What follows belongs to an exercise in optimizing a design on an open flow for small area; a production flow would make more cautious choices.
In this exercise RTL edits were held to simulation tests only and were not proved equivalent to the original.
Power is estimated from default activity; no workload was simulated.

==> module spi_top, before the edit <==
module spi_top (
    input         clk,
    input         rst_n,
    input  [31:0] in_data_A,         
    output [31:0] out_data_B,        
    output [31:0] out_data_A,        
    output        done_A_to_B,       
    output        response_ready,    
    output        done_B_to_A        
);
    reg [7:0]  c;
    reg [31:0] tx;
    reg [31:0] rx;
    reg [31:0] data_b;
    wire wrap    = (c == 8'd139);
    wire ld_tx   = (c == 8'd0) || wrap;
    wire sh_tx   = !c[0] && (((c >= 8'd6) && (c <= 8'd66)) || (c == 8'd74) ||
                             ((c >= 8'd76) && (c <= 8'd136)));
    wire fill    = (c <= 8'd74) ? tx[31] : 1'b1;
    wire ld_b    = (c == 8'd68);
    wire clr_rx  = (c == 8'd71);
    wire sh_rx   = c[0] && (c >= 8'd75) && (c <= 8'd137);
    wire rx_bit  = tx[31] ^ (&tx[30:0]);
    always @(posedge clk or negedge rst_n) begin
        if (!rst_n)
            c <= 8'd0;
        else
            c <= wrap ? 8'd1 : c + 8'd1;
    end
    wire hold_tx = !ld_tx && !sh_tx;
    wire hold_b  = !ld_b;
    wire hold_rx = !clr_rx && !sh_rx;
    wire [31:0] tx_next, b_next, rx_next;
    genvar i;
    generate
        for (i = 0; i < 32; i = i + 1) begin : g_bit
            sel3 u_tx (.s0(ld_tx), .d0(in_data_A[i]),
                       .s1(sh_tx), .d1(i == 0 ? fill : tx[(i + 31) % 32]),
                       .s2(hold_tx), .d2(tx[i]), .y(tx_next[i]));
            sel2 u_b  (.s0(ld_b), .d0(tx[(i + 31) % 32]),
                       .s1(hold_b), .d1(data_b[i]), .y(b_next[i]));
            sel2 u_rx (.s0(sh_rx), .d0(i == 0 ? rx_bit : rx[(i + 31) % 32]),
                       .s1(hold_rx), .d1(rx[i]), .y(rx_next[i]));
        end
    endgenerate
    always @(posedge clk)
        tx <= tx_next;
    always @(posedge clk or negedge rst_n) begin
        if (!rst_n) begin
            data_b <= 32'd0;
            rx     <= 32'd0;
        end else begin
            data_b <= b_next;
            rx     <= rx_next;
        end
    end
    wire cs_n = (c <= 8'd3);
    wire mosi = (c >= 8'd5) && (c <= 8'd74) && tx[31];
    assign out_data_B     = data_b;
    assign out_data_A     = rx;
    assign done_A_to_B    = ~cs_n && !mosi;
    assign response_ready = (c == 8'd69);
    assign done_B_to_A    = (c == 8'd138);
endmodule
clock: 5.0 ns
lec_check: 0
cap_margin: 20
core_margin: 2
core_utilization: 40
slew_margin: 20
synth_hierarchical: 1
standard.sh (not shown) runs the stock make flow with config.mk's settings and CLKGATE_MAP_FILE= SYNTH_SCRIPT=/design/flow/synth_recipe.tcl, a recipe that flattens the netlist after the stock synthesis.
==> flow/flow/run.sh <==
#!/bin/bash
# The standard layout, with the smallest buffer on the ports instead of the
# resizer's default pick.
set -euo pipefail
bash standard.sh "BUFFER_PORTS_ARGS=-buffer_cell sky130_fd_sc_hd__buf_1" finish > standard.log 2>&1
Change:
--- a/flow/design.v
+++ b/flow/design.v
@@ -6,29 +6,38 @@
     output [31:0] out_data_A,        
     output        done_A_to_B,       
     output        response_ready,    
     output        done_B_to_A        
 );
-    reg [7:0]  c;
+    reg [6:0]  p;
+    reg        t;
     reg [31:0] tx;
     reg [31:0] rx;
     reg [31:0] data_b;
-    wire wrap    = (c == 8'd139);
-    wire ld_tx   = (c == 8'd0) || wrap;
-    wire sh_tx   = !c[0] && (((c >= 8'd6) && (c <= 8'd66)) || (c == 8'd74) ||
-                             ((c >= 8'd76) && (c <= 8'd136)));
-    wire fill    = (c <= 8'd74) ? tx[31] : 1'b1;
-    wire ld_b    = (c == 8'd68);
-    wire clr_rx  = (c == 8'd71);
-    wire sh_rx   = c[0] && (c >= 8'd75) && (c <= 8'd137);
+    wire wrap = (p == 7'd69);
+    always @(posedge clk or negedge rst_n) begin
+        if (!rst_n) begin
+            p <= 7'd69;
+            t <= 1'b1;
+        end else if (wrap) begin
+            p <= 7'd0;
+            t <= 1'b0;
+        end else begin
+            p <= p + {6'd0, t};
+            t <= !t;
+        end
+    end
+    wire p1      = (p >= 7'd2) && (p <= 7'd33);     
+    wire mid     = (p >= 7'd34) && (p <= 7'd36);    
+    wire p2      = (p >= 7'd37) && (p <= 7'd68);    
+    wire ld_tx   = wrap;
+    wire sh_tx   = t && (p1 || p2);
+    wire fill    = p2 ? 1'b1 : tx[31];
+    wire ld_b    = t && (p == 7'd33);
+    wire clr_rx  = !t && (p == 7'd35);
+    wire sh_rx   = !t && p2;
     wire rx_bit  = tx[31] ^ (&tx[30:0]);
-    always @(posedge clk or negedge rst_n) begin
-        if (!rst_n)
-            c <= 8'd0;
-        else
-            c <= wrap ? 8'd1 : c + 8'd1;
-    end
     wire hold_tx = !ld_tx && !sh_tx;
     wire hold_b  = !ld_b;
     wire hold_rx = !clr_rx && !sh_rx;
     wire [31:0] tx_next, b_next, rx_next;
     genvar i;
@@ -52,17 +61,17 @@
         end else begin
             data_b <= b_next;
             rx     <= rx_next;
         end
     end
-    wire cs_n = (c <= 8'd3);
-    wire mosi = (c >= 8'd5) && (c <= 8'd74) && tx[31];
+    wire cs_n = (p == 7'd0) || (p == 7'd1 && !t) || (wrap && t);
+    wire mosi = (p1 && tx[31]) || (mid && tx[0]);
     assign out_data_B     = data_b;
     assign out_data_A     = rx;
     assign done_A_to_B    = ~cs_n && !mosi;
-    assign response_ready = (c == 8'd69);
-    assign done_B_to_A    = (c == 8'd138);
+    assign response_ready = !t && (p == 7'd34);
+    assign done_B_to_A    = t && (p == 7'd68);
 endmodule
 module sel2 (
     input  s0, d0,
     input  s1, d1,
     output y
Effect: Sequential share of layout area came out higher by 0.57 points. Utilization is about the same. Power came out lower by 0.51%. Worst setup slack is worse by 0.15 ns. Wire length came out lower by 4.2%. Hold slack is worse by 0.0051 ns. Clock power came out higher by 8.1%. Design area came out lower by 0.89%. Fmax came out lower by 4.9%. Combinational power came out lower by 40%. Global-route usage came out lower by 0.51 points. Register-to-register slack is worse by 0.03 ns. Via count came out lower by 2.3%.

-- port drivers added, routing unchanged --
No port has a modelled driver above. Below, the same layouts with a new extraction and two added sets of constraints. Step 1 sets driving cells, clkbuf_16 on the clock port and buf_2 on the other inputs (assumed; they add their load-dependent delay and slew). Step 2 times the ports against the registers' clock, not the clock port: input delays grow and output delays shrink by t, the midpoint of the rising clock arrivals with the driver on. Slacks: ideal / step 1 / step 2; pairs: ideal / step 1.
run	t, ns	setup slack, ns	worst setup path at the end	worst slew at a driven data input, ns
the first run	0.389	2.114 / 2.082 / 2.268	register to register	0.07
the second run	0.385	1.966 / 1.934 / 2.237	register to register	0.05
After both steps every run listed still meets setup and hold.
